Source: an optimization exercise on an open RTL-to-GDS flow (aim: small area). Production flows keep margins and buffers that such runs may drop.
No functional check of the RTL was part of any run shown here.
Power is estimated from default activity; no workload was simulated.

==> design/flow/design.v <==
module my_rand(clk,
               rst,
               seed0,
               num
              );
input clk;
input rst;
input [31:0]  seed0;
output [31:0] num;
reg [31:0] num;
reg [31:0] seed;
reg [31:0] seed1,seed2;
reg [5:0]  rst_d;
always @(posedge clk) begin
  rst_d <= {rst_d[4:0], rst};
end
wire rnd_rst = | rst_d ;
always @(posedge clk) begin
      seed <= seed0;
end
always @(posedge clk) begin
    num <= seed ^ seed1 ^ ~seed2;
end
reg [31:0] s1,s2;
always @(posedge clk) begin
  s1 = seed1;
  s2 = seed2;
  if(rnd_rst) begin
    seed1 <= 32'hab312def;
    seed2 <= 32'hcd975130;
  end else begin
	s1[31] = s2[00]|  ~s1[09]| s1[13];
	s1[30] =  ~seed[17]^  ~s1[06]|  ~s2[01];
	s1[29] = s1[08]^  ~seed[07]^ s1[03];
	s1[28] = s2[20]^ s1[02]&  ~s2[01];
	s1[27] =  ~s1[01]& seed[18]^  ~s1[13];
	s1[26] = seed[04]^ seed[16]|  ~s2[22];
	s1[25] =  ~s2[20]| s1[14]^  ~seed[05];
	s1[24] =  ~seed[04]^ seed[20]&  ~s1[22];
	s1[23] = seed[15]^  ~s2[07]^ s1[08];
	s1[22] = s2[05]| s1[13]^ s1[20];
	s1[21] =  ~s1[12]& seed[14]^  ~s1[16];
	s1[20] =  ~seed[11]^  ~s1[11]^ s2[01];
	s1[19] = s2[00]^ seed[08]^  ~s2[18];
	s1[18] =  ~s1[13]^ s2[08]^ s2[15];
	s1[17] =  ~seed[12]&  ~seed[16]| seed[15];
	s1[16] =  ~s2[14]|  ~s1[17]|  ~seed[20];
	s1[15] =  ~seed[18]&  ~s1[08]^ s2[07];
	s1[14] = seed[13]^  ~seed[15]^  ~s1[12];
	s1[13] = seed[10]^  ~s1[13]^  ~seed[22];
	s1[12] =  ~s2[07]& s2[03]& s2[01];
	s1[11] =  ~seed[06]^  ~s2[11]|  ~s1[02];
	s1[10] = s1[19]^ s1[03]^  ~s1[22];
	s1[09] = seed[15]^ s2[11]^  ~s1[10];
	s1[08] =  ~s1[15]^ s2[22]^ seed[07];
	s1[07] =  ~s1[10]&  ~s2[10]| seed[01];
	s1[06] =  ~s2[05]^  ~seed[16]^  ~s1[01];
	s1[05] = s1[22]&  ~s2[00]^ s1[07];
	s1[04] = seed[12]&  ~s1[15]^  ~seed[02];
	s1[03] =  ~s2[22]&  ~seed[12]|  ~s1[03];
	s1[02] = s2[17]^  ~s1[02]^  ~s1[21];
	s1[01] = s2[05]^  ~s2[09]^  ~seed[02];
	s1[00] = s1[31] ^ s2[16]^  ~s1[14];
	s2[31] =  ~s1[20]& s1[14]^ s1[18];
	s2[30] = s1[12]&  ~s1[04]^  ~seed[15];
	s2[29] =  ~s2[04]^ s1[02]| s1[02];
	s2[28] = s2[15]^  ~seed[10]| seed[15];
	s2[27] = s2[04]& seed[01]^ s1[18];
	s2[26] =  ~seed[09]^ s1[22]^  ~s1[20];
	s2[25] =  ~seed[08]|  ~seed[19]^  ~seed[02];
	s2[24] = seed[19]^ s1[09]|  ~seed[08];
	s2[23] = s1[21]^ s1[13]^  ~s2[02];
	s2[22] = s2[16]|  ~seed[03]|  ~s2[17];
	s2[21] = seed[07]| s1[20]^ s1[13];
	s2[20] =  ~s2[22]& seed[22]& s1[15];
	s2[19] = seed[06]& s2[04]^ s2[12];
	s2[18] = s2[21]^ s2[01]^  ~s2[21];
	s2[17] =  ~s1[00]^  ~seed[15]^ s2[08];
	s2[16] =  ~s2[21]^  ~s1[07]^  ~s1[06];
	s2[15] =  ~s2[20]^ seed[20]| s1[00];
	s2[14] =  ~s2[09]^ s2[18]^ s1[14];
	s2[13] =  ~seed[02]&  ~seed[08]^  ~s1[02];
	s2[12] =  ~seed[10]| s1[19]^  ~s2[03];
	s2[11] = seed[02]^  ~seed[15]^ seed[11];
	s2[10] = seed[15]^  ~s1[19]^  ~seed[03];
	s2[09] =  ~s2[14]^ s2[22]^  ~s1[06];
	s2[08] = seed[02]^ s1[21]|  ~s2[15];
	s2[07] =  ~s1[17]^ s1[03]^ s1[18];
	s2[06] =  ~seed[21]^ s1[16]^  ~s1[22];
	s2[05] = s2[20]^ s2[10]|  ~seed[09];
	s2[04] = s2[18]|  ~seed[21]^  ~seed[14];
	s2[03] = s2[14]^  ~s1[13]^  ~seed[10];
	s2[02] =  ~s2[06]|  ~seed[03]^  ~seed[15];
	s2[01] =  ~s2[03]^  ~seed[13]| s1[05];
	s2[00] =  ~s2[31] &  ~seed[15]&  ~s1[22];
	seed1 <= s1;
	seed2 <= s2;
  end
end
endmodule
module audio_driver( clk,
                     rst_n,
                     snd_sel,
                     audio_o
                   );
input clk;
input rst_n;
input wire[1:0] snd_sel;
output reg audio_o;
reg  [14:0] timer_1ms;
reg         msec;
reg  [3:0]  cycle_cnt;
reg  [3:0]  t1,t2,t3,t4;
reg  [3:0]  on_time,off_time;
always @(posedge clk) begin
   if(!rst_n) begin
      timer_1ms <= 15999;
   end else begin
      timer_1ms <= (timer_1ms==0) ? 15999 : timer_1ms -1;
   end
end
always @(posedge clk) begin
  if(!rst_n) begin
      msec <= 0;
  end else begin
      msec <= (timer_1ms==1) ? 1'b1 : 1'b0;
  end
end
reg[1:0] snd;
reg[3:0] state;
always @(posedge clk) begin
  if(!rst_n) begin
     snd     <= 0;
     t1      <= 0;
     t2      <= 0;
     t3      <= 0;
     t4      <= 0;
     audio_o <= 0;
     cycle_cnt <= 0;
     on_time   <= 0;
     off_time  <= 0;
     state <= 0;
  end else begin
     if( snd_sel!=0 && state ==0) begin
        cycle_cnt <= 10;
        state <= 1;
        case(snd_sel)
           0: begin   
                 t1 <= 0; t2 <= 0;
                 t3 <= 0; t4 <= 0;
              end
           1: begin  
                 on_time <= 3;
                 t1 <= 3; t2 <= 1;
                 t3 <= 0; t4 <= 10;
              end
           2: begin  
                 on_time <= 3;
                 t1 <= 3; t2 <= 1;
                 t3 <= 0; t4 <= 0;
              end
           3: begin  
                 on_time <= 0;
                 t1 <= 0; t2 <= 2;
                 t3 <= 2; t4 <= 2;
              end
        endcase
     end else begin
        if(msec==1) begin 
           case( state )
               1: begin
                     audio_o <= 1'b1;
                     on_time <=  (on_time==0) ? 0 : on_time-1;
                     if (on_time==0) begin
                        state <=2;
                        off_time <= t2;
                     end
                  end
               2: begin
                     audio_o <= 1'b0;
                     off_time <= ( off_time==0) ? 0 : off_time-1;
                     if (off_time==0) begin
                        cycle_cnt <= ( cycle_cnt==0) ? 0 : cycle_cnt-1;
                        if(cycle_cnt ==0) begin 
                           state <=3;
                           on_time <= t3;
                           cycle_cnt <= 10;
                        end else begin
                           state <=1;
                           on_time <= t1;
                        end
                     end
                  end
              3: begin
                     audio_o <= 1'b1;
                     on_time <= ( on_time==0) ? 0 : on_time-1;
                     if (on_time==0) begin
                        state <=4;
                        off_time <= t4;
                     end
                  end
               4: begin
                     audio_o <= 1'b0;
                     off_time <= ( off_time==0) ? 0 : off_time-1;
                     if (off_time==0) begin
                        cycle_cnt <= ( cycle_cnt==0) ? 0 : cycle_cnt-1;
                        if(cycle_cnt ==0) begin
                           state <=0;
                           on_time <= 0;
                           off_time <= 0;
                        end else begin
                           state <=3;
                           on_time <= t3;
                        end
                     end
                  end
           endcase 
        end  
     end 
  end  
end
endmodule
module vid_score #(parameter POSITION = 114 )
                  (clk,
                   rst_n,
                   score,
                   vid_time,
                   x,
                   y,
                   num 
                  );
localparam NUM_LOW = POSITION;
localparam NUM_HI  = POSITION+3;
input            clk;
input            rst_n;
input  wire[3:0] score;
input  wire      vid_time;
input  wire[8:0] x;
input  wire[7:0] y;
output reg       num;
always @(posedge clk) begin
   if(~rst_n) begin
      num <= 0;     
   end else begin
      case(score)
          0: begin
                num <= (vid_time==1 && (x>=NUM_LOW && x<=NUM_HI ) && (y==19  || y==20 ) ) ||
                        (vid_time==1 && (x==NUM_LOW || x==NUM_HI ) && (y>=19  && y<=32 ) ) ||
                        (vid_time==1 && (x>=NUM_LOW && x<=NUM_HI ) && (y==31  || y==32 ) ) ;
             end
          1: begin
                num <= (vid_time==1 && (         x==NUM_HI ) && (y>=19  && y<=32 ) ) ;
             end
          2: begin
                num <= (vid_time==1 && (x>=NUM_LOW && x<=NUM_HI ) && (y==19  || y==20 ) ) ||
                        (vid_time==1 && (x==NUM_HI          ) && (y>=19  && y<=26 ) ) ||
                        (vid_time==1 && (x>=NUM_LOW && x<=NUM_HI ) && (y==25  || y==26 ) ) ||
                        (vid_time==1 && (x==NUM_LOW          ) && (y>=25  && y<=32 ) ) ||
                        (vid_time==1 && (x>=NUM_LOW && x<=NUM_HI ) && (y==31  || y==32 ) ) ;
             end
          3: begin
                num <= (vid_time==1 && (x>=NUM_LOW    && x<=NUM_HI ) && (y==19  || y==20 ) ) ||
                       (vid_time==1 && (x>=(NUM_LOW+1) && x<=NUM_HI ) && (y==25  || y==26 ) ) ||
                       (vid_time==1 && (                   x==NUM_HI ) && (y>=19  && y<=32 ) ) ||
                       (vid_time==1 && (x>=NUM_LOW     && x<=NUM_HI ) && (y==31  || y==32 ) ) ;
             end
          4: begin
                num <= (vid_time==1 && (x==NUM_LOW          ) && (y>=19 && y<=26 ) ) ||
                       (vid_time==1 && (         x==NUM_HI ) && (y>=19 && y<=32 ) ) ||
                       (vid_time==1 && (x>=NUM_LOW && x<=NUM_HI ) && (y==25  || y==26 ) ) ;
             end
          5: begin
                num <= (vid_time==1 && (x>=NUM_LOW && x<=NUM_HI ) && (y==19  || y==20 ) ) ||
                       (vid_time==1 && (x==NUM_LOW          ) && (y>=19  && y<=26 ) ) ||
                       (vid_time==1 && (x>=NUM_LOW && x<=NUM_HI ) && (y==25  || y==26 ) ) ||
                       (vid_time==1 && (x==NUM_HI          ) && (y>=25  && y<=32 ) ) ||
                       (vid_time==1 && (x>=NUM_LOW && x<=NUM_HI ) && (y==31  || y==32 ) ) ;
             end
          6: begin
                num <= (vid_time==1 && (x>=NUM_LOW && x<=NUM_HI ) && (y==19  || y==20 ) ) ||
                       (vid_time==1 && (x==NUM_LOW          ) && (y>=19  && y<=32 ) ) ||
                       (vid_time==1 && (x>=NUM_LOW && x<=NUM_HI ) && (y==25  || y==26 ) ) ||
                       (vid_time==1 && (x==NUM_HI          ) && (y>=25  && y<=32 ) ) ||
                       (vid_time==1 && (x>=NUM_LOW && x<=NUM_HI ) && (y==31  || y==32 ) ) ;
             end
          7: begin
                num <= (vid_time==1 && (x>=NUM_LOW && x<=NUM_HI ) && (y==19  || y==20 ) ) ||
                       (vid_time==1 && (x==NUM_HI          ) && (y>=19  && y<=32 ) ) ;
             end
          8: begin
                num <= (vid_time==1 && (x>=NUM_LOW && x<=NUM_HI ) && (y==19  || y==20 ) ) ||
                       (vid_time==1 && (x==NUM_LOW          ) && (y>=19  && y<=32 ) ) ||
                       (vid_time==1 && (x>=NUM_LOW && x<=NUM_HI ) && (y==25  || y==26 ) ) ||
                       (vid_time==1 && (x==NUM_HI          ) && (y>=19  && y<=32 ) ) ||
                       (vid_time==1 && (x>=NUM_LOW && x<=NUM_HI ) && (y==31  || y==32 ) ) ;
             end
          9: begin
                num <= (vid_time==1 && (x>=NUM_LOW && x<=NUM_HI ) && (y==19  || y==20 ) ) ||
                       (vid_time==1 && (x==NUM_LOW          ) && (y>=19  && y<=26 ) ) ||
                       (vid_time==1 && (x>=NUM_LOW && x<=NUM_HI ) && (y==25  || y==26 ) ) ||
                       (vid_time==1 && (x==NUM_HI          ) && (y>=19  && y<=32 ) ) ||
                       (vid_time==1 && (x>=NUM_LOW && x<=NUM_HI ) && (y==31  || y==32 ) ) ;
             end
      endcase
   end
end
endmodule 
module vid_timer16(clk,
                 rst_n,
                 vid_sync,
                 vid_time,
                 x,
                 y
                 );
input           clk;
input           rst_n;
output reg      vid_sync;
output          vid_time;
output reg[8:0] x;
output reg[8:0] y;
parameter FULL_TIMER = 1016;
parameter HALF_TIMER = 507;
parameter TIMEA    = 1016-75;
parameter TIMEB    = 507-75;
reg[10:0] sf_cnt;
reg[11:0] timer;
wire      hs_time;
wire      hs1_time;
reg[7:0]  h_pulse;
reg[7:0]  h1_pulse;
reg[4:0]  state;
reg       hs;
reg       vid_time;
reg[4:0]  x_timer;
always @(posedge clk) begin
  vid_sync <= (~hs) ^ (h_pulse!=0 && (state != 1 && state!=5)) ^ (h1_pulse!=0 && (state==1 || state==5 ));
end
always @(posedge clk) begin
   if(rst_n==0) begin
      sf_cnt  <= 0;
   end else begin
      if(timer==FULL_TIMER || timer==HALF_TIMER) begin
        sf_cnt <= (sf_cnt==1049) ? 11'h0 : sf_cnt+11'h1;   
      end
   end
end
assign hs_time =  (timer==0 || (( sf_cnt<=17 || (sf_cnt>=524 && sf_cnt<=541 )) && timer==HALF_TIMER) );
assign hs1_time = (state==1  && (timer==HALF_TIMER || timer==TIMEA) ) ||
                  (state==5  && (timer==TIMEA) || (timer==TIMEB) );
always @(posedge clk) begin
   if(rst_n==0) begin
      hs <= 1;
      state <= 0; 
   end else begin
      case( state) 
        5'h0:  begin   
                 hs <= 0;
                 if(sf_cnt== 6) state <= 5'h1;   
               end
        5'h1:  begin   
                 hs <= 1;
                 if(sf_cnt== 12) state <= 5'h2;   
               end
        5'h2:  begin   
                 hs <= 0;
                 if(sf_cnt== 18) state <= 5'h3;   
               end
        5'h3:  begin   
                 hs <= 0;
                 if(sf_cnt== 525) state <= 5'h4;   
               end
        5'h4:  begin   
                 hs <= 0;
                 if(sf_cnt== 531) state <= 5'h5;   
               end
        5'h5:  begin   
                 hs <= 1;
                 if(sf_cnt== 537) state <= 5'h6;   
               end
        5'h6:  begin   
                 hs <= 0;
                 if(sf_cnt== 542) state <= 5'h7;   
               end
        5'h7:  begin   
                 hs <= 0;
                 if(sf_cnt== 1049) state <= 5'h0;   
               end
      endcase
   end
end
always @(posedge clk) begin
  if(rst_n==0) begin
     vid_time    <= 0;
     x_timer     <= 5'h0;
  end else begin
     vid_time    <= (((state==3 && sf_cnt>21)  || (state==7 && sf_cnt>545)) && h_pulse==0 && hs_time==0 ) ? 1'b1 : 1'b0;
     x_timer <= (vid_time ==1'b0 || x_timer==3) ? 5'h0 :  x_timer+1 ;
  end
end
always @(posedge clk) begin
  x <= (vid_time ==1'b0) ? 9'h000 : x_timer==3 ? x+1 : x;
end
always @(posedge clk) begin
  y <= (state==3 && sf_cnt==22) ? 8'h00 : (state==7 && sf_cnt==546) ? 9'h001 : (timer==0) ? y+9'h002 : y;
end
always @(posedge clk) begin
  if(rst_n==0) begin
    h_pulse  <= 8'h0;
    h1_pulse <= 8'h0;
  end else begin
    h_pulse  <= (hs_time ==1'b1 ) ? 75 : (h_pulse  !=0) ? h_pulse  -1 : 0;
    h1_pulse <= (hs1_time==1'b1 ) ? 75 : (h1_pulse !=0) ? h1_pulse -1 : 0;
  end
end
always @(posedge clk) begin
 if(rst_n==0) begin
   timer <= 12'h0;
 end else begin
   timer <= (timer==FULL_TIMER) ? 12'h0 : timer+12'h001;
 end
end
endmodule
module vid_driver(clk,
                  rst_n,
                  vid_time,
                  x,
                  y,
                  padl0,
                  padl1,
                  vid,
                  audio_o,
                  DEMO_MODE,
                  serv_ball,
                  game_rst,
                  ball_speed
                 );
input  clk;
input  rst_n;
input  vid_time;
input  wire[8:0] x;
input  wire[7:0] y;
input  wire[7:0] padl0;
input  wire[7:0] padl1;
input  DEMO_MODE;
input  serv_ball;
input  game_rst;
input  wire[1:0] ball_speed;
output reg vid;
output     audio_o;
localparam  X_L = 27;    
localparam  X_R = 219;   
localparam  Y_T = 17;    
localparam  Y_B = 243;   
localparam  BAR      = 124;   
localparam  NUM0_POS = BAR-10;  
localparam  NUM1_POS = BAR+7;   
localparam  MISS     = 2'b01;
localparam  BOUNCE   = 2'b10;
localparam  HIT      = 2'b11;
wire      num0,num1;
reg       ball;
reg [2:0] new_dir;   
reg [2:0] newy_dir;  
reg       p0,p1,bar,xlr8;
reg [7:0] padl0_l;  
reg [7:0] padl0_m0;  
reg [7:0] padl0_m1;  
reg [7:0] padl0_h;  
reg       p0_hit;   
reg       stop_game;
reg [7:0] padl1_l;  
reg [7:0] padl1_m0;  
reg [7:0] padl1_m1;  
reg [7:0] padl1_h;   
reg       p1_hit;    
reg [1:0] snd_sel;
reg [1:0] pad_snd_sel; 
reg [1:0] wall_snd_sel; 
reg      GO_GAME;
reg      winner;
reg[3:0] score0;
reg[3:0] score1;
reg       frame0;
reg       frame0_dly;
wire      sof;
reg[7:0] ballx;
reg[7:0] ballx_step;
reg[1:0] ballx_dir;   
reg[7:0] bally;
reg[7:0] bally_step;
reg[1:0] bally_dir;   
reg rst_n1;
reg rst_n2;
reg rst_n3;
reg rst_n4;
always @(posedge clk) begin
   if(!rst_n) begin
       GO_GAME <= 0;
   end else begin
       case( {serv_ball, stop_game})
          2'b00: GO_GAME <= GO_GAME;
          2'b01: GO_GAME <= 1'b0;
          2'b10: GO_GAME <= 1'b1;
          2'b11: GO_GAME <= 1'b1;
       endcase
   end
end
always @(posedge clk) begin
   if(!rst_n) begin
      vid <=0;
   end else begin
      vid <= ( p0   ||    
               p1   ||    
               num0 ||    
               num1 ||    
               ball ||    
               xlr8 ||
               bar ) ? 1'b1 : 1'b0; 
   end
end
always @(posedge clk) begin
    p0  <= ( vid_time==1 && (x>=25  && x<=26)  && (y>=padl0_l && y<=padl0_h) ) ;  
    p1  <= ( vid_time==1 && (x>=221 && x<=222) && (y>=padl1_l && y<=padl1_h) ) ;  
    bar <= ( vid_time==1 && (x==BAR) && (y>=18 && y<=243) ) ;                     
end
reg xx;
reg xl;
reg xr;
reg x8;
always @(posedge clk) begin
   xlr8 <= (vid_time==1 && winner==1 && (xx || xl || xr || x8) );
   xx   <= ( y==80 &&                              (x>=79 && x<=90 )) ||
           ((y==81 || y==82 || y==101|| y==102) && (x==91 || x==102)) ||
           ((y==83 || y==84 || y==99 || y==100) && (x==92 || x==101)) ||
           ((y==85 || y==86 || y==97 || y==98 ) && (x==93 || x==100)) ||
           ((y==87 || y==88 || y==95 || y==96 ) && (x==94 || x==99)) ||
           ((y==89 || y==90 || y==93 || y==94 ) && (x==95 || x==98)) ||
           ((y==91 || y==92)                    && (x==96 || x==97) );
   xl   <= (x>=110 && x<=119 && y==102) || (x==110 && y >=80 && y<= 102) ;
   xr   <= (x>=130 && x<=138 && y==80)   || (x==130 && y >=80 && y<=102) ||
           (x>=130 && x<=138 && y==91)   || (x==139 && y >=81 && y<= 90) ||
           (x==133 && (y==91  || y==92)) || (x==134 && (y==93 || y==94)) ||
           (x==135 && (y==95  || y==96)) || (x==136 && (y==97 || y==98)) ||
           (x==137 && (y==99  || y==100))|| (x==138 && (y==101 || y==102)) ||
           ((x>=139 && x<=151) && y==102);
   x8   <= ((x>=144 && x<=150)  && (y==85 || y==92 || y==99)) ||
           ((x==143 || x==151)  && y>=86 && y<=91) ||
           ((x==143 || x==151)  && y>=93 && y<=98) ;
end
always @(posedge clk) begin
   if (sof==1) begin
      if(padl0 <= 17 ) begin
         padl0_l  <= 17;
         padl0_m0 <= 17+5;
         padl0_m1 <= 17+10;
         padl0_h  <= 17+14;
      end 
      if(padl0 > 17 && padl0<= 228) begin 
         padl0_l  <= padl0;
         padl0_m0 <= padl0+5;
         padl0_m1 <= padl0+10;
         padl0_h  <= padl0+15;
      end
      if(padl0 >  228) begin
         padl0_l  <= 229;
         padl0_m0 <= 229+5;
         padl0_m1 <= 229+10;
         padl0_h  <= 243;
      end 
   end 
end
always @(posedge clk) begin
   if (sof==1) begin
       if(padl1 <= 17 ) begin
         padl1_l  <= 17;
         padl1_m0 <= 17+5;
         padl1_m1 <= 17+10;
         padl1_h  <= 17+14;
      end 
      if(padl1 > 17 && padl1<= 228) begin 
         padl1_l  <= padl1;
         padl1_m0 <= padl1+5;
         padl1_m1 <= padl1+10;
         padl1_h  <= padl1+15;
      end
      if(padl1 > 228) begin
         padl1_l  <= 229;
         padl1_m0 <= 229+5;
         padl1_m1 <= 229+10;
         padl1_h  <= 243;
      end 
   end 
end
reg[25:0] cnt;
always @(posedge clk) begin
   if(~rst_n) begin
      cnt <= 50000000;
   end else begin
      cnt <= (cnt!=0) ? cnt-1 : 50000000;
   end
end
always @(posedge clk) begin
   if(!rst_n) begin
       snd_sel <= 2'b00;
   end else begin
       snd_sel <= (pad_snd_sel!=0) ? pad_snd_sel : (wall_snd_sel != 0) ? wall_snd_sel : 2'b00;
   end
end
always @(posedge clk) begin
   if(~rst_n || game_rst) begin
      score0    <= 0;   
      score1    <= 0;   
      p0_hit    <= 0;
      p1_hit    <= 0;
      new_dir   <= 3'b100;
      stop_game <= 0;
      winner    <= 0;
      pad_snd_sel <= 2'b00;
   end else begin
      new_dir <= 3'b100;
      pad_snd_sel <= 2'b00;
      if( ! DEMO_MODE ) begin  
         if(serv_ball) begin
            stop_game <= 1'b0;
         end
         if( ballx <= X_L ) begin
            if( (bally >= padl0_l)  &&  (bally <= padl0_h)) begin  
               p0_hit    <= 1'b1;
               stop_game <= 1'b0;
               pad_snd_sel   <= HIT;
               casez( { (bally >= padl0_l && bally < padl0_m0), (bally > padl0_m1 && bally <= padl0_h)} )
                  2'b01:   new_dir <= 3'b110;  
                  2'b10:   new_dir <= 3'b101;  
                  default: new_dir <= 3'b111;  
               endcase
            end else begin
               if(stop_game==0 && winner==0) score1 <= (score1==9) ? 9 : score1+1;
               if(score1==9) winner <= 1;
               p0_hit <=0;
               stop_game <= 1'b1;
               pad_snd_sel   <= MISS;
            end
         end
         if( ballx >= X_R ) begin
            if( (bally >= padl1_l)  &&  (bally <= padl1_h)) begin  
               p1_hit    <= 1'b1;
               stop_game <= 1'b0;
               pad_snd_sel   <= HIT;
               casez( { (bally >= padl1_l && bally < padl1_m0), (bally > padl1_m1 && bally <= padl1_h)} )
                  2'b01:   new_dir <= 3'b110;  
                  2'b10:   new_dir <= 3'b101;  
                  default: new_dir <= 3'b111;  
               endcase
            end else begin
               if(stop_game == 0 && winner==0) score0 <= (score0==9) ? 9 : score0+1;
               if(score0 == 9) winner <=1;
               p1_hit <=0;
               stop_game <= 1'b1;
               pad_snd_sel   <= MISS;
            end
         end 
      end else begin
         stop_game <= 1'b0;
      end
   end
end
vid_score #(.POSITION (NUM0_POS))
      p0_score (.clk      (clk),
                .rst_n    (rst_n),
                .score    (score0),
                .vid_time (vid_time),
                .x        (x),
                .y        (y),
                .num      (num0)
               );
vid_score #(.POSITION (NUM1_POS))
      p1_score (.clk      (clk),
                .rst_n    (rst_n),
                .score    (score1),
                .vid_time (vid_time),
                .x        (x),
                .y        (y),
                .num      (num1)
               );
always @(posedge clk) begin
    frame0_dly <= frame0;
    frame0     <= (vid_time==1 && x==0 && y==0);
end
assign sof = frame0 && ~frame0_dly;
reg[31:0]  new_sd;
wire[31:0] rnd_data;
always @(posedge clk) begin
  if(rst_n==0 && rst_n4==1) begin
     new_sd <= 82582568;
  end else begin
     new_sd <= {rnd_data[30:0], rnd_data[31]};
  end
end
my_rand gen_rnd(.clk (clk),
                 .rst ( ((~rst_n) && (rst_n1))),
                 .seed0 (new_sd),
                 .num   (rnd_data)
                );
audio_driver audio(.clk     (clk),
                   .rst_n   (rst_n),
                   .snd_sel (snd_sel),
                   .audio_o (audio_o)
                  );
wire end_rst = (rst_n3==1) && (rst_n4==0);
wire [3:0] x_state = {end_rst, sof==1 , ballx_dir};
wire [3:0] y_state = {end_rst, sof==1 , bally_dir};
always @(posedge clk) begin
  if(~rst_n) begin
     bally_dir <= 2'b00;
  end else begin
     if(new_dir == 3'b111 || newy_dir == 3'b111) bally_dir <= 2'b00;   
     if(new_dir == 3'b110 || newy_dir == 3'b110) bally_dir <= 2'b10;   
     if(new_dir == 3'b101 || newy_dir == 3'b101) bally_dir <= 2'b01;   
  end 
end
always @(posedge clk) begin
 if(~rst_n) begin
    ball <= 0;
    newy_dir <= 3'b100;
    wall_snd_sel <= 2'b00;
 end else begin
    ball <= (vid_time==1 && (GO_GAME||DEMO_MODE) && (x==ballx ) && (y==bally || y==bally+1 )) ? 1'b1 : 1'b0;
    wall_snd_sel <= 2'b00;
    casez( {(DEMO_MODE && end_rst),(GO_GAME|| DEMO_MODE), sof==1 , ballx_dir}) 
      5'b010??: ballx <= ballx;
      5'b01100: ballx <= ballx;
      5'b01101: begin  
                 if(ballx <= X_L ) begin
                    ballx <= ballx + ballx_step;   
                    ballx_dir <= 2;
                    wall_snd_sel <= BOUNCE;
                 end else begin
                    ballx <= ballx - ballx_step;
                 end            
              end
      5'b01110: begin 
                 if(ballx >= X_R ) begin
                    ballx <= ballx - ballx_step;   
                    ballx_dir <= 1;
                    wall_snd_sel <= BOUNCE;
                 end else begin
                    ballx <= ballx + ballx_step;
                 end            
              end
      5'b01111: ballx <= ballx;
      5'b00???: begin
                  ballx      <= 124;
                  ballx_step <= ball_speed;
                  ballx_dir  <=  (rnd_data[13]==1) ? 2'b01 : 2'b10;
                end
      5'b1????: begin
                  ballx      <= 124;
                  ballx_step <= ball_speed;
                  ballx_dir  <=  (rnd_data[13]==1) ? 2'b01 : 2'b10;
               end
    endcase
    casez( {(DEMO_MODE && end_rst),(GO_GAME || DEMO_MODE), sof==1 , bally_dir}) 
      5'b010??: begin 
                   bally <= bally;
                   newy_dir <= 3'b000;
                end
      5'b01100: begin
                   bally <= bally;
                   newy_dir <= 3'b000;
                end
      5'b01101: begin  
                   if( bally <= Y_T ) begin   
                      bally <= bally + bally_step;  
                      newy_dir <= 3'b110;
                      wall_snd_sel <= BOUNCE;
                   end else begin
                      bally <= bally - bally_step;
                      newy_dir <= 3'b000;
                   end            
                end
      5'b01110: begin 
                   if( bally >= Y_B ) begin   
                      bally <= bally - bally_step;   
                      newy_dir <= 3'b101;            
                      wall_snd_sel <= BOUNCE;
                   end else begin
                      bally <= bally + bally_step;
                      newy_dir <= 3'b000;
                   end            
                end
      5'b01111: begin
                   bally <= bally;
                   newy_dir <= 3'b000;
                end
      5'b00???: begin
                  bally      <=  rnd_data[6:0]+67;
                  case(rnd_data[9:8])
                     2'b00: newy_dir <= 3'b100;
                     2'b01: newy_dir <= 3'b101;
                     2'b10: newy_dir <= 3'b110;
                     2'b11: newy_dir <= 3'b111;
                  endcase
                  bally_step <= {6'h0, ball_speed};
                end
      5'b1????: begin 
                  bally      <=  rnd_data[6:0]+67;
                  case(rnd_data[9:8])
                     2'b00: newy_dir <= 3'b100;
                     2'b01: newy_dir <= 3'b101;
                     2'b10: newy_dir <= 3'b110;
                     2'b11: newy_dir <= 3'b111;
                  endcase
                  bally_step <= {6'h0,ball_speed};
                end
    endcase
 end  
end  
always @(posedge clk) begin
  rst_n4 <= rst_n3;
  rst_n3 <= rst_n2;
  rst_n2 <= rst_n1;
  rst_n1 <= rst_n;
end
endmodule
module pong16 (sys_clk,
               rst_n,
               dm_sel,
               ramadr,
               ramwe,
               ramre,
               dbus_in,
               vid_sync_o,
               vid_o,
               audio_o
              );
input            sys_clk;
input            rst_n;
input wire       dm_sel;
input wire       ramwe;
input wire       ramre;
input wire [7:0] ramadr;
input [7:0]      dbus_in;
output      vid_sync_o;
output      vid_o;
output      audio_o;
localparam PAD0_ADDR  = 8'hE0;
localparam PAD1_ADDR  = 8'hE1;
localparam PNGCR_ADDR = 8'hE2;
wire vid_sync;
wire vid;
reg vid_sync_o;
reg vid_o;
reg       rst_ph;
always @(posedge sys_clk) begin
   if(!rst_n) rst_ph <= 1'b0;
   else       rst_ph <= ~rst_ph;
end
reg[7:0]  PAD0;
reg[7:0]  PAD1;
reg       DEMO_MODE;
wire      serv_ball;
wire      game_rst;
reg[3:0]  serv_ball_cnt;
reg[3:0]  game_rst_cnt;
reg[1:0]  ball_speed;
assign pad0_sel  = (dm_sel && ramadr == PAD0_ADDR);
assign pad1_sel  = (dm_sel && ramadr == PAD1_ADDR);
assign pngcr_sel = (dm_sel && ramadr == PNGCR_ADDR);
assign pad0_we   = pad0_sel & ramwe;
assign pad1_we   = pad1_sel & ramwe;
assign pngcr_we  = pngcr_sel & ramwe;
always @(posedge sys_clk) begin
  if(!rst_n) begin
     PAD0 <= 100;
  end else if( pad0_we) begin
     PAD0  <= dbus_in ;
  end
end
always @(posedge sys_clk) begin
  if(!rst_n) begin
     PAD1 <= 100;
  end else if( pad1_we) begin
     PAD1  <= dbus_in ;
  end
end
assign serv_ball = | serv_ball_cnt;
always @(posedge sys_clk) begin
  if(!rst_n) begin
     serv_ball_cnt <= 0; 
  end else begin
     serv_ball_cnt <= (pngcr_we && dbus_in[1] ) ? 10 : (serv_ball_cnt != 0) ? serv_ball_cnt-1 : 0;
  end
end
assign game_rst = | game_rst_cnt;
always @(posedge sys_clk) begin
  if(!rst_n) begin
     game_rst_cnt <= 0; 
  end else begin
     game_rst_cnt <= (pngcr_we && dbus_in[0] ) ? 10 : (game_rst_cnt != 0) ? game_rst_cnt-1 : 0;
  end
end
always @(posedge sys_clk) begin
  if(!rst_n) begin
     ball_speed <= 2'b01;
  end else if( pngcr_we) begin
     ball_speed <= (dbus_in[4]==1) ? 2'b10 : 2'b01;
  end
end
always @(posedge sys_clk) begin
  if(!rst_n) begin
     DEMO_MODE <= 1;
  end else if( pngcr_we) begin
     DEMO_MODE <= dbus_in[7];
  end
end
reg[23:0] cntr;
reg       rst_na;
always @(posedge sys_clk) begin
  if(~rst_n) begin
     cntr <= 400;
  end else if(!rst_ph) begin
     cntr <= (cntr!=0) ? cntr-1 : 0;
  end
end
always @(posedge sys_clk) begin
  if(~rst_n) begin
     rst_na <= 1'b1;
  end else if(rst_ph) begin
     rst_na <= (cntr>10 && cntr <200) ? 1'b0 : 1'b1;
  end
end
always @(posedge sys_clk) begin
  vid_sync_o <= vid_sync;
  vid_o <= vid;
end
wire[8:0] x,y;
wire      vid_time;
vid_timer16 v_timer(.clk       (sys_clk),
                    .rst_n     (rst_na),
                    .vid_sync  (vid_sync),
                    .vid_time  (vid_time),
                    .x         (x),
                    .y         (y)
                   );
vid_driver v_drvr(.clk        (sys_clk),
                  .rst_n      (rst_na),
                  .vid_time   (vid_time),
                  .x          (x),
                  .y          (y[8:1]), 
                  .vid        (vid),
                  .audio_o    (audio_o),
                  .padl0      (PAD0),
                  .padl1      (PAD1),
                  .DEMO_MODE  (DEMO_MODE),
                  .serv_ball  (serv_ball),
                  .game_rst   (game_rst),
                  .ball_speed (ball_speed)
                 );
endmodule
==> design/flow/run.sh <==
#!/bin/bash
# synth_recipe.tcl (not shown) runs the flow's synth.tcl, then flattens the netlist and writes it again
# the make line also repeats each setting of config.mk as NAME=value (left out here)
make -C /OpenROAD-flow-scripts/flow DESIGN_CONFIG=/design/flow/config.mk WORK_HOME=/design/flow/orfs CLKGATE_MAP_FILE= SYNTH_SCRIPT=/design/flow/synth_recipe.tcl finish
==> design/flow/config.mk <==
export PLATFORM = sky130hd
export DESIGN_NAME = pong16
export DESIGN_NICKNAME = pong16
export VERILOG_FILES = /design/flow/design.v
export SDC_FILE = /design/flow/constraint.sdc
export NUM_CORES = 4
export LEC_CHECK = 0
export CAP_MARGIN = 20
export CORE_MARGIN = 2
export CORE_UTILIZATION = 40
export SLEW_MARGIN = 20
==> design/flow/constraint.sdc <==
create_clock -name core_clock -period 10.0 [get_ports {sys_clk}]
set_input_delay 2.0000 -clock core_clock [delete_from_list [all_inputs] [get_ports {sys_clk}]]
set_output_delay 2.0000 -clock core_clock [all_outputs]
set_load 0.01 [all_outputs]
==> metrics.md, run 1 <==
| Metric | Value |
|---|---|
| Vias/cell | 5.351 |
| Count leader, synth | dfxtp_1 |
| Number of synthesized flops with an enable pin | 82 |
| Final setup vio count | 0 |
| Die width | around 240 um |
| Syn avg cell area | approximately 9.0 um2 |
| Gpl congestion | 0.9152 |
| Synth area leader | dfxtp_1 |
| Core area | around 57000 um2 |
| Synth Area in Adders | 8.492% |
| Setup_tns | 0 ns |
| Final Max Tran Viols | 0 |
| Leak Pwr | just over 0.01 uW |
| Synth Area in XOR/XNOR | approximately 11% |
| Crit path DAT | about 4.1 ns |
| Worst Hold Depth | 0 |
| Global-route wire length before repair | between 80000 and 90000 um |
| All-Layer GR Usage | a little under a fifth |
| Post-DP HPWL | between 30000 and 40000 um |
| Worst-skew pair later-pin latency | 0.62 ns |
| Antenna Nets Post-Route | 0 |
| Final wirelength | ~55000 um |
| Startpoint Class | input pin |
| Clk root buf | clkbuf_16 |
| Mapped Nets | ~2700 |
| RSZ-0062 raised after global routing | no |
| IO Count | 24 |
| Critical path peak fanout | 6 |
| Synth Area in Simple Gates | between 20% and 30% |
| Pwr Density | 238.0 nW/um2 |
| Worst Skew | between 0.03 and 0.04 ns |
| Post_cts resized | 0 |
| Outcome | complete, no violations |
| Row count | between 80 and 90 |
| Worst Hold Class | flop to flop |
| Synth area leaders | dfxtp_1 (32%), edfxtp_1 (11%), ha_1 (8.1%) |
| Worst rel slew slack | a little over a third |
| Library cells used by synthesis | between 80 and 90 |
| F_max | around 280 MHz |
| Vias in the first global route | 17410 |
| Largest net degree at the start of global routing | between 60 and 70 |
| Layout cells sized above 1 | roughly 4.8% |
| Post-synthesis mux area share | under 10% |
| Area Overhead vs Synth | 11.36% |
| Main combinational cell family by area after synthesis | simple AND/OR/NAND/NOR gates |
| Drt pass-1 iters | 7 |
| Complex-gate fraction of the synthesized area | 12.80% |
| Cells on worst reg2reg path | 10 |
| #FFs+latches synth | between 400 and 500 |
| Die Y | 244.0 um |
| Mapped Cells | ~2600 |
| Crit path time final | 3.608 ns |
| Port bufs | 22 |
| Hold Crit Start | v_drvr.new_sd[27] |
| H-tree levels | 2 |
| CP Data Required Time | between 10 and 15 ns |
| Setup Crit Path Kind | input pin to flop |
| Tot Pwr | just over 6000 uW |
| WL/cell | between 15 and 20 um |
| Die area | just under 60000 um2 |
| Max cap viols | 0 |
| Starting Density | about two fifths |
| CTS tree | yes |
| Seq/Total Area, Yosys | approximately 42% |
| Via count | roughly 18000 |
| Post-synth design cell area | about 23000 um2 |
| Reg2reg end | v_drvr.p0_score.num |
| R2R setup slack | around 6.7 ns |
| Congestion Overflow GR | 0 |
| Period utilization | between 30 and 40% |
| Peak VDD IR | 192.1 uV |
| Ys Warns | 13 |
| Post-CTS Hold Buffers | 0 |
| Critical path capture point type | flop |
| Ys async rst share | 0% |
| Post-synth top cells | dfxtp_1 (365), nor2_1 (243), nand2_1 (230) |
| Top cell type's share of synthesized area | between 30% and 40% |
| Clock buffer depth | 3 |
| Starting DRT DRC Count | approximately 1300 |
| Hold path endpoint | v_drvr.gen_rnd.seed[27] |
| Final hold violations | 0 |
| Initial antenna violation count | 0 |
| DRC Markers | 0 |
| Fin nets | around 2700 |
| Num CTS Buffers | between 50 and 60 |
| CTS sink cnt | around 450 |
| Dominant synthesized flop cell | dfxtp_1 |
| CTS clk-pin slew, worst paths | approximately 0.06 ns |
| Post-CTS setup buffers | 0 |
| Worst reg2reg path startpoint | v_timer.y[1] |
| Antenna cells | 0 |
| Worst-Margin Slew | 0.9646 ns |
## worst max-delay path by stage
stage,from,to,slack [ns],cells after the start
after detailed placement,ramadr[7],game_rst_cnt[2],5.74,7
final,ramadr[7],serv_ball_cnt[0],6.39,7
after floorplan,v_drvr.frame0,v_drvr.ballx[5],6.10,7
after CTS,v_drvr.audio.audio_o,audio_o,6.35,1
after global placement,ramadr[6],game_rst_cnt[0],5.78,7
after global routing,ramadr[7],game_rst_cnt[0],6.19,7
## through the flow
stage / worst slack [ns] / instances / area (um2) / util (%) / hold slack [ns]
floorplan: 6.098 / 2561 / 23040 / - / 0.3096
global placement: 5.776 / 3234 / 23880 / 42.10 / 0.3095
detailed placement: 5.739 / 3234 / 23880 / 42.10 / 0.3121
CTS: 6.351 / 3330 / 25640 / 45.22 / 0.3257
global route: 6.192 / 3330 / 25660 / 45.25 / 0.3279
finish: 6.392 / 3330 / 25660 / 45.25 / 0.3231
## layout by cell type, fill, tap and decap left out, drive strengths merged, types with 24 or more instances in the layout
| master | count |
|---|---|
| nor2b | 44 |
| nand2 | 230 |
| xor2 | 137 |
| dfxtp | 365 |
| and3 | 28 |
| nor4 | 34 |
| or3 | 26 |
| nand2b | 57 |
| o21ai | 126 |
| nor3 | 64 |
| nor2 | 244 |
| clkbuf | 71 |
| edfxtp | 82 |
| mux2i | 24 |
| a21oi | 119 |
| inv | 128 |
| ha | 150 |
| and2 | 45 |
| xnor2 | 146 |
| nand4 | 28 |
| nand3 | 71 |
## layout make-up
cell class	instances	area (um2)
tap	756	945.9
inverter	129	484.2
clock buffer	71	1454
clock inverter	25	315.3
timing repair buffer	38	340.3
multi-input combinational	1864	12350
sequential	447	9769
fill	5371	31050
## cells by family (layout without fill, tap and decap cells)
kind of cell | Yosys count | count (layout)
xor gates and xnor gates | 283 | 283
adders and majority gates | 154 | 154
AOI/OAI and AO/OA | 462 | 462
buffers and inverters | 250 | 263
DFF | 447 | 447
muxes | 25 | 25
and+or+nand+nor | 940 | 940
## registers in the layout, indices dropped and copies added (netlist names), 9 cells and up
| name | flops |
|---|---|
| v_drvr.gen_rnd.num | 32 |
| v_drvr.gen_rnd.seed1 | 32 |
| v_drvr.gen_rnd.seed2 | 32 |
| v_drvr.gen_rnd.seed | 32 |
| v_drvr.new_sd | 32 |
| cntr | 24 |
| v_drvr.audio.timer_1ms | 15 |
| v_timer.timer | 12 |
| v_timer.sf_cnt | 11 |
| v_timer.x | 9 |
## per-layer routing
layer	GRT usage, %	share of wire, %	vias up
met5	0	0	-
met2	29.70	46	439
met1	24.83	47	8448
met4	6.008	2.5	0
met3	2.864	4.9	99
li1	-	-	8833
## where the power goes
group	internal [uW]	switching, uW
clock network	1130	784
logic	750	781
registers	2290	368
total	4170	1930
## worst max-delay path, stage by stage
cell and delay (ns):
clkdlybuf4s50_1 0.46, nand4_1 0.08, or4_1 0.53, nor3b_1 0.64, nand2_1 0.19, nand3b_1 0.16, nor2_1 0.05
==> run 2, diff against run 1 <==
--- a/design/flow/config.mk
+++ b/design/flow/config.mk
@@ -7,2 +7,3 @@
 export LEC_CHECK = 0
+export ABC_AREA = 1
 export CAP_MARGIN = 20
==> run 2 against run 1 <==
Effect of this change:
- synthesized area up 1.9%
- sequential cell count unchanged
- global-route usage up 0.66 points
- sequential share of layout area down 0.79 points
- critical path depth down 2
- worst setup slack better by 0.083 ns
- cell area up 2.1%
- total power up 0.71%
- critical path type unchanged
- largest cell class unchanged
==> metrics.md, run 2 <==
| Metric | Value |
|---|---|
| Synth area leaders | dfxtp_1 (31%), edfxtp_1 (10%), ha_1 (8.0%) |
| Pwr Density | 234.8 nW/um2 |
| Final Max Tran Viols | 0 |
| Count leader, synth | nand2_1 |
| Crit-path cells | clkdlybuf4s50_1 -> inv_1 -> nor2_1 -> inv_2 -> a21oi_1 |
| Gpl congestion | ~0.92 |
| Global-route wire length before repair | roughly 94000 um |
| Area after DPL | between 20000 and 25000 um2 |
| Setup_tns | 0 ns |
| CTS tree | yes |
| Mapped Nets | roughly 3100 |
| Crit path time final | approximately 3.5 ns |
| Syn avg cell area | roughly 7.9 um2 |
| DRC Markers | 0 |
| Outcome | complete, no violations |
| H-tree levels | 2 |
| Worst-Margin Slew | between 0.9 and 1 ns |
| Post-CTS Hold Buffers | 0 |
| Tot Pwr | approximately 6000 uW |
| Antenna cells | 0 |
| RSZ-0062 raised after global routing | no |
| Seq/Total Area, Yosys | a little over two fifths |
| Setup ws final | roughly 6.5 ns |
| Dpl ws | roughly 5.8 ns |
| Post-DP HPWL | 42280 um |
| Vias/cell | 5.070 |
| Critical path's slowest cell | clkdlybuf4s50_1 |
| Most frequent cells in the layout | nand2_1 (480), inv_1 (441), dfxtp_1 (365) |
| Worst Skew | ~0.058 ns |
| Startpoint Class | input pin |
| Antenna Nets Post-Route | 0 |
| WL/cell | between 15 and 20 um |
| Number of synthesized flops with an enable pin | 82 |
| Ys async rst share | 0% |
| Critical path startpoint | rst_n |
| Via count | about 19000 |
| Drt pass-1 iters | 6 |
| Post-CTS setup buffers | 0 |
| Die area | 60640 um2 |
| Mapped Cells | just under 3000 |
| Leak Pwr | about 0.012 uW |
| Top cell type's share of synthesized area | between 30% and 40% |
| Post-synth top cells | nand2_1 (480), inv_1 (441), dfxtp_1 (365) |
| Die Y | ~250 um |
| Crit path DAT | between 4 and 5 ns |
| Synth area leader | dfxtp_1 |
| Worst Hold Class | flop to flop |
| F_max | 283.7 MHz |
| Fin nets | around 3200 |
| Worst Hold Depth | 0 |
| Final hold violations | 0 |
| Core area | 57810 um2 |
| Final instance area | around 26000 um2 |
| Port bufs | 22 |
| IO Count | 24 |
| Final setup vio count | 0 |
| Vias in the first global route | approximately 19000 |
| Worst-skew pair later-pin latency | ~0.63 ns |
| Most common cell after layout, fill and taps aside | nand2_1 |
| Clock buffer depth | 3 |
| Starting Density | between 40% and 50% |
| Final wirelength | around 57000 um |
| Congestion Overflow GR | 0 |
| Period utilization | between 30% and 40% |
| All-Layer GR Usage | between 10% and 20% |
| Dominant synthesized flop cell | dfxtp_1 |
| Worst reg2reg path startpoint | DEMO_MODE |
| CTS sink cnt | between 400 and 500 |
| Clk root buf | clkbuf_16 |
| Ys Warns | 13 |
| Library cells used by synthesis | 73 |
| Max cap viols | 0 |
| Largest net degree at the start of global routing | 65 |
| Setup Crit Path Kind | input pin to flop |
| Bufs and invs on worst path | 3 |
| Critical path capture point type | flop |
| CTS clk-pin slew, worst paths | roughly 0.06 ns |
| Initial antenna violation count | 0 |
| Starting DRT DRC Count | 1226 |
| Peak VDD IR | a little over 200 uV |
| CP max stage delay | about 0.90 ns |
| Cells on worst reg2reg path | 7 |
| CP Data Required Time | approximately 11 ns |
| Layout cells sized above 1 | ~5.9% |
| Die width | between 200 and 250 um |
| #FFs+latches synth | ~450 |
| Row count | approximately 90 |
| Critical path peak fanout | 19 |
| Hold Crit Start | v_drvr.new_sd[31] |
| Worst rel slew slack | between 30% and 40% |
| Num CTS Buffers | 50 |
| Post_cts resized | 0 |
| CP Depth | 5 |
| Post-synth design cell area | 23470 um2 |
| CP delay by family, top | buffers and inverters |
| Area Overhead vs Synth | 11.63% |
## run 2: cells by family after synthesis
group,Yosys count,synth area share (%)
DFF,447,41.62
and+or+nand+nor,1170,21.77
xor gates and xnor gates,202,7.665
muxes,1,0.04264
buffers and inverters,515,8.432
adders and majority gates,154,8.336
AOI/OAI and AO/OA,485,12.14
## run 2: routing by layer
| metal | vias up | wire length, um | global-route usage [%] |
|---|---|---|---|
| met5 | - | 0 | 0 |
| met4 | 0 | 1574 | 6.184 |
| met3 | 100 | 3223 | 3.224 |
| met2 | 480 | 26450 | 31.73 |
| met1 | 8912 | 26120 | 24.74 |
| li1 | 9765 | - | - |
## run 2: through the flow
| step | util (%) | hold slack, ns | instances |
|---|---|---|---|
| after global routing | 45.33 | 0.3272 | 3798 |
| after CTS | 45.33 | 0.3190 | 3798 |
| after global placement | 42.25 | 0.3096 | 3704 |
| final | 45.33 | 0.3204 | 3798 |
| after detailed placement | 42.25 | 0.3121 | 3704 |
| after floorplan | - | 0.3096 | 2974 |
## run 2: path summary, 6_finish.rpt
kind                                                end  slack, ns
worst min-delay path            v_drvr.gen_rnd.seed[31]       0.32
worst max register to register          v_drvr.ballx[3]       6.81
worst min register to register  v_drvr.gen_rnd.seed[31]       0.32
worst max-delay path                           cntr[13]       6.47
## run 2: power breakdown
group | switching (uW) | internal (uW)
clock network | 783 | 1160
logic | 899 | 671
registers | 342 | 2300
## run 2: layout make-up
class / instances / area [um2]
tap: 765 / 957.2
timing repair buffer: 28 / 265.3
fill: 5718 / 31600
sequential: 447 / 9769
clock inverter: 28 / 376.6
multi-input combinational: 2012 / 11740
clock buffer: 66 / 1404
inverter: 452 / 1697

-- re-timing with driven ports --
No port has a modelled driver above. Below, the same layouts with a new extraction and two added sets of constraints.
Step 1, drivers: a clkbuf_16 drives sys_clk and a buf_2 each remaining input, both assumed.
Step 2 times the ports against the registers' clock, not the clock port: input delays grow and output delays shrink by t, the midpoint of the rising clock arrivals with the driver on.
Three values: ideal, step 1, step 2; two values: the first two.
| run | t, ns | setup WS [ns] | hold slack, ns | clock arrival spread, ns | worst slew at a driven data input, ns |
|---|---|---|---|---|---|
| run 1 | 0.663 | 6.392 / 6.341 / 5.765 | 0.323 / 0.323 / 0.323 | 0.035 / 0.035 | 0.03 |
| run 2 | 0.663 | 6.475 / 6.447 / 5.850 | 0.320 / 0.320 / 0.320 | 0.064 / 0.064 | 0.03 |
After both steps setup and hold are still met in every run listed. The setup slack of run 1, which loses most, moves by -0.051 ns with the drivers and by -0.627 ns with both steps.
